This design comes from an exercise in tuning for small area and a short achievable clock period on the open sky130 flow, not from production work. In this exercise RTL edits were held to simulation tests only and were not proved equivalent to the original. No activity file was given, so power comes from the tool's default toggle rates.

==> flow/run.sh <==
#!/bin/bash
# synth_recipe.tcl (not shown) runs the flow's synth.tcl, then flattens the netlist and writes it again
# the make line also repeats each setting of config.mk as NAME=value (left out here)
make -C /OpenROAD-flow-scripts/flow DESIGN_CONFIG=/design/flow/config.mk WORK_HOME=/design/flow/orfs CLKGATE_MAP_FILE= SYNTH_SCRIPT=/design/flow/synth_recipe.tcl finish
==> flow/config.mk <==
export PLATFORM = sky130hd
export DESIGN_NAME = perceptron_top
export DESIGN_NICKNAME = perceptron_top
export VERILOG_FILES = /design/flow/design.v
export SDC_FILE = /design/flow/constraint.sdc
export NUM_CORES = 4
export LEC_CHECK = 0
export CAP_MARGIN = 20
export CORE_MARGIN = 2
export CORE_UTILIZATION = 40
export SLEW_MARGIN = 20
==> flow/constraint.sdc <==
create_clock -name core_clock -period 9.0 [get_ports {clk}]
set_input_delay 1.8000 -clock core_clock [delete_from_list [all_inputs] [get_ports {clk}]]
set_output_delay 1.8000 -clock core_clock [all_outputs]
set_load 0.01 [all_outputs]
==> flow/design.v <==
module perceptron_ctrl (
    input      clk,
    input      reset,
    input  [1:0] W1W0b_en_i,
    output     en_egress,
    output     en_ingress,
    input      val_i,
    output     rdy_o,
    output reg val_o,
    input      rdy_i
);
reg  val_o_reg;
wire reset_internal;
assign rdy_o = ((rdy_i || (~(val_o && val_o_reg)))) && (~reset_internal);
assign en_ingress  = rdy_o;
assign en_egress = rdy_i || (!val_o);
assign reset_internal = reset || (|W1W0b_en_i);
always @ (posedge clk)
begin
  if (reset_internal == 1)
  begin
    val_o_reg <= 0;
    val_o     <= 0;
  end else begin
    if (en_ingress == 1) begin
      val_o_reg <= (val_i && rdy_o);
    end
    if (en_egress == 1) begin
      val_o <= val_o_reg;
    end
  end
end
endmodule
module perceptron_dp #(
    parameter WIDTH = 16
  ) (
    input clk,
    input reset,
    input en_egress,
    input en_ingress,
    input  [1:0] W1W0b_en_i,
    input        b_i,
    input        W0_i,
    input        W1_i,
    input signed [WIDTH-1:0] X0_i,
    input signed [WIDTH-1:0] X1_i,
    output reg Y_o
);
reg  signed [WIDTH-1:0]     w0, w1, b;  
reg  signed [WIDTH-1:0]     x0, x1;     
wire signed [WIDTH*2+2-1:0] y;          
always @ (posedge clk)
begin
  if (reset == 1)
  begin
    w0 <= 0;
    w1 <= 0;
    b  <= 0;
  end else begin
    if (W1W0b_en_i == 2'b11)
    begin
      w1 <= {w1[WIDTH-2:0] , W1_i};
    end
    if (W1W0b_en_i == 2'b10)
    begin
      w0 <= {w0[WIDTH-2:0] , W0_i};
    end
    if (W1W0b_en_i == 2'b01)
    begin
      b <= {b[WIDTH-2:0] , b_i};
    end
  end
end
assign y = b + x0*w0 + x1*w1;
always @ (posedge clk)
begin
  if (reset == 1)
  begin
    x0  <= 0;
    x1  <= 0;
    Y_o <= 0;
  end else begin
    if (en_ingress == 1)
    begin
      x0 <= X0_i;
      x1 <= X1_i;
    end
    if (en_egress == 1) begin
      Y_o <= ~y[WIDTH*2+2-1];
    end
  end
end
endmodule
module perceptron_top #(
    parameter WIDTH = 16
  ) (
    input clk,
    input reset,
    input      val_i,
    output     rdy_o,
    output reg val_o,
    input      rdy_i,
    input  [1:0] W1W0b_en_i,
    input        b_i,
    input        W0_i,
    input        W1_i,
    input signed [WIDTH-1:0] X0_i,
    input signed [WIDTH-1:0] X1_i,
    output reg Y_o
);
wire en_egress;
wire en_ingress;
    perceptron_ctrl ctrl(
      .clk        (clk),
      .reset      (reset),
      .W1W0b_en_i (W1W0b_en_i),
      .en_egress  (en_egress),
      .en_ingress (en_ingress),
      .val_i      (val_i),
      .rdy_o      (rdy_o),
      .val_o      (val_o),
      .rdy_i      (rdy_i)
    );
    perceptron_dp #(WIDTH) dp(
      .clk        (clk),
      .reset      (reset),
      .en_egress  (en_egress),
      .en_ingress (en_ingress),
      .W1W0b_en_i (W1W0b_en_i),
      .b_i        (b_i),
      .W0_i       (W0_i),
      .W1_i       (W1_i),
      .X0_i       (X0_i),
      .X1_i       (X1_i),
      .Y_o        (Y_o)
    );
endmodule
==> run summary <==
After the last flow step, the layout net total stands at ~3,400. The clock drives 83 sinks. The cell type with the largest total area after synthesis is sky130_fd_sc_hd__fa_1. The most prevalent standard cell on the critical path is sky130_fd_sc_hd__fa_1. After synthesis the cells add up to 23,900 um^2. The power per cell area came out at 36.4 nW/um^2. The number of register bits inferred by synthesis came out at 83. The first detailed-routing pass ran for 5 iterations.

The region available for standard cell placement spans 59,000 um^2. The initialized floorplan defines 89 standard-cell rows. The area fraction of the dominant cell type after synthesis is 46.6%. Registers are responsible for between 40 and 50% of the overall power.

Dividing the final minimum period by the clock period gives 93.6%. The slowest stage of the critical path is the sky130_fd_sc_hd__dfxtp_1 cell. The total vias in the final route is 17,100. The leakage component of the power came out at between 10 and 15 nW. The setup path with the least slack is of type flop to flop. The placer congestion estimate is 0.862. The worst register-to-register path begins at dp.w0[7]$_SDFFE_PP0N_. The least setup slack across all paths after layout is roughly 0.57 ns. The sort of element at the start of the critical path is a flop. The starting density of the core came out at 40.4%. Leaving out fill and tap cells, the most frequent cell in the layout is sky130_fd_sc_hd__inv_1. The final-report max-slew violation count came out at 0. The fraction of final layout cells with drive strength greater than 1 came out at 1.93%.

The count of pins on the block boundary came out at 44. The number of clock buffers inserted by TritonCTS is 9. Entering global routing, the biggest net connects 84 pins. Detailed placement ended at an HPWL of ~46,000 um.

Summing all placed instances gives a cell area of 25,000 um^2. The via count of the first global-routing pass was between 15,000 and 20,000. The power share of the clock group is 48.1%. The longest individual stage delay on the worst path came out at about 0.87 ns. IR analysis of the VDD net gives a maximum drop of 0.0000907 V. TritonCTS built the clock tree. The max-cap check violation count came out at 0.

The library cells used most frequently in the layout, excluding fill and tap cells, are sky130_fd_sc_hd__inv_1 (615), sky130_fd_sc_hd__fa_1 (555), sky130_fd_sc_hd__nand2_1 (425), sky130_fd_sc_hd__and2_1 (249), sky130_fd_sc_hd__ha_1 (196). The run finished with no timing, DRC or antenna violations. The die area is roughly 62,000 um^2. The chip height came out at 248 um. The detail-routed via count per cell came out at 5.01. From left edge to right edge, the die measures roughly 250 um. The share of total power dissipated in combinational logic is under 10%.

The internal portion of the total power is 660 uW. The clock reaches the later pin of the worst-skew pair after around 0.37 ns. At the pin with the least slew margin, the transition time is ~1.0 ns. The count of final setup violators is 0. Yosys attributes the largest share of cell area to sky130_fd_sc_hd__fa_1 (47%), sky130_fd_sc_hd__ha_1 (10%), sky130_fd_sc_hd__inv_1 (9.7%). The total routing usage reported by global routing came out at about a fifth. The net count after synthesis came out at 3,458. The remaining design rule violation count came out at 0.

The switching share of power is between 20% and 30%. STA classifies the critical path endpoint as a flop. The root buffer selected by CTS is sky130_fd_sc_hd__clkbuf_16. In this run the remaining antenna-violating nets after routing total 0.

The filler cells instantiated in the layout total between 5,000 and 6,000. The total number of H-tree levels is 3. After clock tree synthesis, the clock-pin slew on the worst setup and hold paths is 0.07 ns. Among all flip-flop cells after synthesis, the most frequent one is sky130_fd_sc_hd__dfxtp_1. Timing would allow up to about 0.12 GHz. Setup repair after global routing left no endpoint under its margin. After technology mapping, the gate count stands at ~2,700.

Yosys mapped the design onto 53 distinct sky130hd cell types. In this run the tightest slew margin relative to its limit is about a third. The maximum fanout count along the critical path came out at 18. The Yosys warning count came out at 2. After detailed routing, the average wire length per cell comes to 16.8 um. The total net switching power came out at ~260 uW.

Each instance of the synthesized netlist takes up on average slightly below 9 um^2. The summed negative setup slack over all endpoints came out at 0 ns. The post-route cell area is about 25,000 um^2. Broken down by cell family, the worst path's largest delay share belongs to adder cells. For this run the aggregate overflow at the end of global routing stands at 0. The data required time at the worst endpoint is about 9.3 ns. The final count of hold timing violations is 0. The initial antenna violation count is 1.

Counting both buffers and inverters, the worst setup path holds a total of 3. The origin of the worst setup path is dp.w0[7]$_SDFFE_PP0N_. The final layout contains routed wiring with a total length of roughly 57,000 um. At the placement stage, the worst setup path has a slack of around 0.67 ns. The register area share after synthesis is around 7.0%. The shortest period the worst path allows is between 8 and 9 ns. The clock skew after layout came out at roughly 0.011 ns. Data on the critical path arrives at its endpoint at roughly 8.7 ns.

Buffers placed on the I/O ports in this run total 43. The iteration-0 DRC count of the detailed router came out at between 800 and 900. In the synthesized netlist the async set-or-reset flop fraction comes to 0%. The worst hold path belongs to the class flop to flop.

The number of setup buffers added after CTS is 0. The layout-stage area growth over the synthesis result came out at 6.21%. The number of synthesized flops with an enable pin came out at 0. The wire length of the first global-routing pass came out at 96,500 um. The clock passes through at most 2 buffers.

In this run the most critical hold path is launched from dp.b[0]$_SDFFE_PP0N_.
[kinds of logic after synthesis]
family,Yosys count,share of synthesized area [%]
AO/OA/AOI/OAI,248,6.43
XOR/XNOR,72,2.64
adder cells (fa/ha/maj),751,56.9
buffers and inverters,720,11.3
flip-flops,83,6.97
AND/OR/NAND/NOR,792,15.8
[metrics by stage]
stage / cells / power, mW / hold slack (ns) / utilization, %
5_1_grt: 3412 / 0.955 / 0.520 / 42.9
3_3_place_gp: 3396 / 0.485 / 0.459 / 42.4
4_1_cts: 3412 / 0.932 / 0.486 / 42.9
6_report: 3413 / 0.923 / 0.490 / 42.9
3_5_place_dp: 3396 / 0.487 / 0.473 / 42.4
2_1_floorplan: 2666 / 0.435 / 0.445 / -
[layer usage]
metal	up-vias	part of all wire, %	track usage [%]
met1	8884	44	26.5
met2	329	50	35.0
li1	7799	-	-
met4	0	2.2	5.11
met3	73	3.2	1.38
met5	-	0	0
[cell usage after synthesis (2+ instances only)]
master                      instances
sky130_fd_sc_hd__inv_1            615
sky130_fd_sc_hd__fa_1             555
sky130_fd_sc_hd__nand2_1          425
sky130_fd_sc_hd__and2_1           249
sky130_fd_sc_hd__ha_1             196
sky130_fd_sc_hd__a21oi_1          130
sky130_fd_sc_hd__clkbuf_1         104
sky130_fd_sc_hd__dfxtp_1           83
sky130_fd_sc_hd__xnor2_1           55
sky130_fd_sc_hd__nor2_1            43
sky130_fd_sc_hd__a21o_1            29
sky130_fd_sc_hd__o21ai_0           26
sky130_fd_sc_hd__nand2b_1          19
sky130_fd_sc_hd__xor2_1            17
sky130_fd_sc_hd__nand3_1           15
sky130_fd_sc_hd__nor2b_1           13
sky130_fd_sc_hd__o21a_1            10
sky130_fd_sc_hd__nor3_1             9
sky130_fd_sc_hd__o211ai_1           6
sky130_fd_sc_hd__a211oi_1           5
sky130_fd_sc_hd__and3_1             5
sky130_fd_sc_hd__nand4_1            5
sky130_fd_sc_hd__a31oi_1            4
sky130_fd_sc_hd__o2111ai_1          3
sky130_fd_sc_hd__o21ai_1            3
sky130_fd_sc_hd__o21bai_1           3
sky130_fd_sc_hd__o22ai_1            3
sky130_fd_sc_hd__or3_1              3
sky130_fd_sc_hd__a21boi_0           2
sky130_fd_sc_hd__a21oi_2            2
sky130_fd_sc_hd__a22o_1             2
sky130_fd_sc_hd__a311oi_1           2
sky130_fd_sc_hd__nand3b_1           2
sky130_fd_sc_hd__o31ai_1            2
sky130_fd_sc_hd__o41ai_1            2
sky130_fd_sc_hd__or2_2              2
[worst paths after layout]
kind	to	slack, ns	cells past startpoint
hold reg to reg	dp.b[1]$_SDFFE_PP0N_	0.49	2
setup / recovery	dp.Y_o$_SDFFE_PP0P_	0.57	28
setup reg to reg	dp.Y_o$_SDFFE_PP0P_	0.57	28
hold / removal	dp.b[1]$_SDFFE_PP0N_	0.49	2
[final cells by class]
type                    count  area [um^2]  share of cell area, %
clock buffers              10          239                  0.943
diodes                      1         2.50                0.00988
multi-input cells        1863        19500                   76.9
repair buffers             62          568                   2.24
clock inverters             6         93.8                  0.370
inverters                 615         2310                   9.11
flip-flops and latches     83         1660                   6.57
well taps                 773          967                   3.82
[power groups by stage]
| stage | logic, mW | registers [mW] | clock network [mW] |
|---|---|---|---|
| final | 0.0775 | 0.401 | 0.445 |
| after global routing | 0.0850 | 0.403 | 0.467 |
| after CTS | 0.0781 | 0.401 | 0.453 |
| after detailed placement | 0.0776 | 0.410 | 0 |
| after global placement | 0.0762 | 0.409 | 0 |
| after floorplan | 0.0470 | 0.388 | 0 |
[tightest hold or removal path, stage by stage, from the launching register on]
cell and delay [ns]:
sky130_fd_sc_hd__dfxtp_1 0.33, sky130_fd_sc_hd__nand2_1 0.06, sky130_fd_sc_hd__a21oi_1 0.05
[what timing repair did]
| item | in CTS | in global routing |
|---|---|---|
| hold buffers | 0 | 0 |
| gates resized for setup | 0 | 2 |
| endpoints found under the setup margin | 0 | 1 |

==> separate check: timing with driven ports <==
The flow's constraints put no driver on any port. The routed layout listed below was extracted and timed again, unchanged, in two steps. Step 1, drivers: a clkbuf_16 drives clk and a buf_2 each remaining input, both assumed. Step 2 also shifts input and output timing later by t, the mid clock arrival at the registers, as if the neighbouring blocks saw the same clock. Slacks: no drivers / after step 1 / after step 2; pairs: no drivers / after step 1.
t, ns: 0.410
slack for setup (ns): 0.574 / 0.574 / 0.574
worst setup path at the end: register to register
After both steps setup and hold are still met in this run. The setup slack of this run moves by 0.000 ns with the drivers and by 0.000 ns with both steps.
